This design comes from an exercise in tuning for small area, a short achievable clock period and few clock cycles per item on the open sky130 flow, not from production work.
Function was checked by simulation only, so behaviour that the tests miss may differ from the original.

==> flow/design.v (outline; a module is shown in full before it is edited, if it fits) <==
// module SNN: 2046 lines
// module FA: 4 lines
// module XNM: 3 lines
// module ORM: 3 lines
// module XRM: 3 lines
// module ANM: 3 lines
module SNN(
	input clk,
	input rst_n,
	input in_valid,
	input [7:0] img,
	input [7:0] ker,
	input [7:0] weight,
	output reg out_valid,
	output reg [9:0] out_data
);
  // ...
==> flow/run.sh <==
#!/bin/bash
# synth_recipe.tcl (not shown) runs the flow's synth.tcl, then flattens the netlist and writes it again
# the make line also repeats each setting of config.mk as NAME=value (left out here)
make -C /OpenROAD-flow-scripts/flow DESIGN_CONFIG=/design/flow/config.mk WORK_HOME=/design/flow/orfs CLKGATE_MAP_FILE= SYNTH_SCRIPT=/design/flow/synth_recipe.tcl finish
==> flow/config.mk <==
export PLATFORM = sky130hd
export DESIGN_NAME = SNN
export DESIGN_NICKNAME = SNN
export VERILOG_FILES = /design/flow/design.v
export SDC_FILE = /design/flow/constraint.sdc
export NUM_CORES = 4
export LEC_CHECK = 0
export CAP_MARGIN = 20
export CORE_MARGIN = 2
export CORE_UTILIZATION = 55
export CTS_BUF_LIST = sky130_fd_sc_hd__clkbuf_8 sky130_fd_sc_hd__clkbuf_16
export CTS_CLUSTER_DIAMETER = 80
export CTS_CLUSTER_SIZE = 25
export SLEW_MARGIN = 20
export SYNTH_HIERARCHICAL = 1
==> flow/constraint.sdc <==
create_clock -name core_clock -period 15.0 [get_ports {clk}]
set_input_delay 3.0000 -clock core_clock [delete_from_list [all_inputs] [get_ports {clk}]]
set_output_delay 3.0000 -clock core_clock [all_outputs]
set_load 0.01 [all_outputs]
==> impl_results.md, run 1 <==
* Number of well taps at 782
* F_max at 221 MHz
* Commonest cells after routing, fill and taps aside: fa_1, nand2_1, dfxtp_1
* Seq cells at 484
* # DRC at 0
* Nets@finish at 3451
* Status: finished clean
* Yosys warnings at 7
* Num Clock Sinks at 484
* First-pass GRT wire length at 132 mm
* Worst setup SP type: register
* Routed length on met2 at 43.6 mm
* Worst Path Required at 12000 ps
* Setup TNS Final at 0 ps
* Drt pass-1 iters at 11
* Met3 global-route usage at 0.0354
* Multi-input logic area at 21000 µm²
* Top layer used by detailed routing: met4
* Primary FF master, synth: dfxtp_1
* FILL cells at 4961
* Min cycle time layout at 4520 ps
* Seq area share at 0.317
Testbench counts, summed over its fixed seeds: cycles 25,920, items 320.
==> run 2, diff against run 1 <==
--- a/flow/design.v
+++ b/flow/design.v
@@ -3,17 +3,17 @@
 	input rst_n,
 	input in_valid,
 	input [7:0] img,
 	input [7:0] ker,
 	input [7:0] weight,
 	output reg out_valid,
 	output reg [9:0] out_data
 );
-localparam [6:0] IDLE = 7'd127;
+localparam [6:0] IDLE = 7'd0;
 localparam [6:0] LAST = 7'd79;    
 reg [6:0] s;
 reg vld_r;
 always @(posedge clk or negedge rst_n) begin
 	if (!rst_n) begin
 		s <= IDLE;
 		vld_r <= 1'b0;
 	end else begin
@@ -2018,23 +2018,21 @@
 	end else begin
 		g_ins <= ins_n;
 		g_img1 <= acc_n;
 		g_first <= (s == 7'd67);
 		fin <= (s == 7'd77);
 	end
 end
 wire [9:0] dbase = g_first ? 10'd0 : dacc;
-wire [9:0] dp = dbase + {2'd0, gq0} - {2'd0, gs};
-wire [9:0] dm = dbase + {2'd0, gs} - {2'd0, gq0};
-wire dge = gq0 >= gs;
-wire [9:0] dnew = dge ? dp : dm;
-wire big_p = dp[9:4] != 6'd0;
-wire big_m = dm[9:4] != 6'd0;
-wire dbig = dge ? big_p : big_m;
+wire [8:0] de = {1'b0, gq0} - {1'b0, gs};
+wire dneg = de[8];
+wire [7:0] dmag = de[7:0] ^ {8{dneg}};
+wire [9:0] dnew = dbase + {2'd0, dmag} + {9'd0, dneg};
+wire dbig = dnew[9:4] != 6'd0;
 always @(posedge clk) begin
 	gq0 <= gq1; gq1 <= gq2; gq2 <= gq3; gq3 <= g_ins ? gs : gq0;
 	if (g_img1) dacc <= dnew;
 end
 always @(posedge clk or negedge rst_n) begin
 	if (!rst_n) begin
 		out_valid <= 1'b0;
 		out_data <= 10'd0;
==> flow/flow/run.sh (new file) <==
#!/bin/bash
set -euo pipefail
export BUFFER_PORTS_ARGS="-buffer_cell sky130_fd_sc_hd__buf_4"
export SETUP_SLACK_MARGIN=10.85
export CTS_ARGS="-sink_clustering_enable -repair_clock_nets -dont_use_dummy_load -sink_clustering_size 25 -sink_clustering_max_diameter 80 -buf_list {sky130_fd_sc_hd__clkbuf_8 sky130_fd_sc_hd__clkbuf_16}"
bash standard.sh > standard_flow.log 2>&1
==> flow/standard.sh (new file) <==
#!/bin/bash
# synth_recipe.tcl (not shown) runs the flow's synth.tcl, then flattens the netlist and writes it again
# the make line also repeats each setting of config.mk as NAME=value (left out here)
make -C /OpenROAD-flow-scripts/flow DESIGN_CONFIG=/design/flow/config.mk WORK_HOME=/design/flow/orfs CLKGATE_MAP_FILE= SYNTH_SCRIPT=/design/flow/synth_recipe.tcl "${@:-finish}"
removed: flow/run.sh
==> run 2 against run 1 <==
Net effect: critical path type is now reg2reg; utilization increased by 1.4 points; register-to-register slack improved by 310 ps; still clean on timing, DRC and antenna; wire length down 5.4%; die area fell by 2.3%; worst hold slack got worse by 28 ps.
==> impl_results.md, run 2 <==
* Initial core utilization at 0.559 (was 0.553)
* Top cell by count, worst path: fa_1
* Worst Hold End: gq2[4] (was sr10[0])
* Initial drt markers at 1186 (was 1253)
* Yosys top cell by area: fa_1 (unchanged)
* Worst Path Required at 15480 ps (was 12000 ps)
* Hold Path Depth at 0 (unchanged)
* Sequential area share after synthesis at 0.343 (was 0.335)
* CP max FO at 9 (was 1)
* FILL cells at 4732 (was 4961)
* Area share of the largest cell type after synthesis at 0.385 (about the same)
* Drt pass-1 iters at 5 (was 11)
* Via density at 5.60 (was 5.64)
* Ys async rst share at 0.0475 (unchanged)
* Ports at 38 (unchanged)
* Commonest cells after routing, fill and taps aside: nand2_1, fa_1, dfxtp_1 (was fa_1, nand2_1, dfxtp_1)
* Clock Path Buffers at 3 (unchanged)
* Biggest register: r3a (unchanged)
* Row count at 88 (was 90)
* Initial antenna violation count at 0 (unchanged)
* Avg Inst Size Synth at 12.1 µm² (was 12.0 µm²)
* H-tree Lvls at 1 (unchanged)
* Cell count after synthesis at 2665 (was 2765)
* TritonCTS Buffers at 29 (was 31)
* Top delay family on crit path: adder cells (was buffers and inverters)
* Reg area at 11200 µm² (was 11100 µm²)
* Count of cell types in the netlist at 70 (unchanged)
* R2r worst-path depth at 8 (was 17)
* Setup TNS Final at 0 ps (unchanged)
* Fin. Hold Viols at 0 (unchanged)
* Dominant cell by count in the synthesized netlist: nand2_1 (was fa_1)
* Crit path DAT at 4590 ps (was 1520 ps)
* Slowest cell on crit path: dfxtp_1 (was clkdlybuf4s50_1)
* Crit-path cells: nand2_1 > fa_1 > fa_1 > fa_1 > fa_1 > fa_1 > fa_1 > fa_1 (was clkdlybuf4s50_1)
* Largest net degree at the start of global routing at 59 (was 58)
* Max-slew violation count at 0 (unchanged)
* Hold/Removal Path Class: reg2reg (unchanged)
* Worst setup EP type: register (was output pin)
* Clock Latency Late Sink at 600 ps (was 640 ps)
* Critical R2R Capture: r1b[10] (was ys_n[10])
* WP buf/inv at 0 (was 1)
* Post-DP HPWL at 63.5 mm (was 68.2 mm)
* Final setup skew at 46.3 ps (was 38.1 ps)
* Synth top cells by count: nand2_1, fa_1, dfxtp_1, clkbuf_1, edfxtp_1 (was fa_1, nand2_1, dfxtp_1, clkbuf_1, edfxtp_1)
* Top cells by area, synth: fa_1, dfxtp_1, edfxtp_1, nand2_1, ha_1 (unchanged)
* Measured slew at the worst slew-check pin at 1110 ps (was 907 ps)
* Relative slew slack at 0.260 (was 0.395)
* Status: finished clean (unchanged)
* Total track usage at 0.275 (was 0.283)
* Fin crit share at 0.274 (was 0.301)
* Max reg flops at 20 (unchanged)
* Port bufs at 37 (unchanged)
* Die Width at 247 µm (was 250 µm)
* Reg2reg setup slack at 10880 ps (was 10570 ps)
* Primary FF master, synth: dfxtp_1 (unchanged)
* Nets@finish at 3390 (was 3451)
* Biggest regs: r3a x20, r2a x19, r3b x18 (unchanged)
* Root Buffer: clkbuf_16 (unchanged)
* Fin Hold WS at 300 ps (was 328 ps)
* # DRC at 0 (unchanged)
* Die area at 60800 µm² (was 62300 µm²)
* Final ANT Viol Nets at 0 (unchanged)
* R2r startpoint: sr11[2] (was r3a[3])
* CTS tree: built (unchanged)
* Finish-stage setup viols at 0 (unchanged)
* FF+latch count, synth at 484 (unchanged)
* F_max at 243 MHz (was 221 MHz)
* Core region area at 57900 µm² (was 60000 µm²)
* Post-Syn Area at 32400 µm² (was 33200 µm²)
* Wirelength, routed at 79.9 mm (was 84.5 mm)
* RSZ-0062 raised after global routing: yes (was no)
* Min cycle time layout at 4120 ps (was 4520 ps)
* Die Y at 247 µm (was 250 µm)
* CP peak stage delay at 580 ps (was 550 ps)
* EDFF count, synth at 130 (unchanged)
* Yosys warnings at 7 (unchanged)
* Max cap viols at 0 (unchanged)
* Layout Area Growth over Synthesis at 7.14% (was 5.79%)
* Leading cell type in the layout, fill and taps excluded: nand2_1 (was fa_1)
* Crit path from: sr11[2] (was out_data[8])
* Gr ovfl total at 0 (unchanged)
* Vias in the first global route at 21.2k (was 22.2k)
* Num Clock Sinks at 484 (unchanged)
* First-pass GRT wire length at 125 mm (was 132 mm)
* Share of layout cells above drive strength 1 at 0.124 (was 0.0510)
* Vias at 19.1k (was 19.7k)
* DR WL/cell at 23.4 µm (was 24.2 µm)
* Worst Setup Path Type: reg2reg (was reg2out)
* Multi-input logic area at 20600 µm² (was 21000 µm²)
* Clk slew on worst S/H paths at 90 ps (was 100 ps)
* Min-delay src: gq3[4] (was sr9[0])
* Routability cong. at 0.906 (was 0.934)
* Ant. Diodes at 0 (unchanged)
* Worst setup SP type: register (unchanged)
[run 2: repair_timing]
action	4_1_cts	5_1_grt
hold buffers	0	0
endpoints found under the hold margin	0	0
endpoints found under the setup margin	34	57
setup buffers	28	38
pin swaps	14	28
gates resized for setup	65	79
[run 2: cell type report]
cell class	count	share of cell area
tap	765	0.0276
timing repair buffer	107	0.0247
inverter	91	0.00985
sequential	484	0.324
multi-input combinational	1934	0.593
clock buffer	29	0.0209
[run 2: cells by family (layout without fill, tap and decap cells)]
kind of cell             after synthesis  after routing  share of synthesized area
multiplexers                          63             63                     0.0238
AND/OR/NAND/NOR                      873            873                      0.118
adder cells (fa/ha/maj)              716            716                      0.421
XOR/XNOR                              99             99                     0.0268
other                                  1             12                   0.000116
flip-flops                           484            484                      0.343
buffers and inverters                258            227                     0.0300
AO/OA/AOI/OAI                        171            171                     0.0371
[run 2: per-layer routing]
metal / share of wire / track usage / vias to the layer above
li1: - / - / 8338
met1: 0.40 / 0.353 / 10056
met2: 0.52 / 0.486 / 563
met3: 0.041 / 0.0294 / 149
met4: 0.040 / 0.0987 / 0
met5: 0 / 0 / -
[run 2: worst max path at each step]
stage                     endpoint  cells after the start  slack, ps
after floorplan              gs[6]                     17      10910
after global placement       gs[5]                     17      10450
after detailed placement     gs[6]                     17      10320
after CTS                    gs[6]                     17      10850
after global routing       ys_n[6]                     15      10760
final                      r1b[10]                      8      10880
[run 2: stage by stage]
| step | area [µm²] | worst slack, ps | utilization | instances |
|---|---|---|---|---|
| final | 34700 | 10880 | 0.599 | 3410 |
| after global routing | 34700 | 10760 | 0.599 | 3410 |
| after CTS | 34200 | 10850 | 0.590 | 3372 |
| after detailed placement | 33100 | 10320 | 0.571 | 3315 |
| after global placement | 33100 | 10450 | 0.571 | 3315 |
| after floorplan | 32400 | 10910 | - | 2676 |
[run 2: Yosys stat by module, one instance, submodules excluded]
module / cells inside / copies in the design
SNN: 1936 / 1
XNM: 1 / 52
FA: 1 / 609
ANM: 1 / 9
XRM: 1 / 9
ORM: 1 / 50
Testbench counts of run 2, summed over its fixed seeds: cycles 25,920, items 320.

## separate check: timing with driven ports
In the flow no input, the clock included, has a driving cell. The finished layouts below were timed again as built, in two steps. Step 1 sets driving cells, clkbuf_16 on the clock port and buf_2 on the other inputs (assumed; they add their load-dependent delay and slew). Step 2 moves the port delays by t, midway between the first and last clock arrival at a register: inputs arrive t later, outputs are due t later. That takes back most of the time a late clock gives input paths. a / b / c = ideal / step 1 / step 2; a / b = the first two.
| run | t (ns) | setup WS [ns] | clock arrival spread, ns | worst data-port slew with drivers (ns) | pins driven straight from the clock port |
|---|---|---|---|---|---|
| run 1 | 0.683 | 10.479 / 10.417 / 10.568 | 0.043 / 0.043 | 0.04 | 1 |
| run 2 | 0.641 | 10.883 / 10.831 / 10.883 | 0.047 / 0.047 | 0.07 | 1 |
After both steps setup and hold are still met in every run listed.
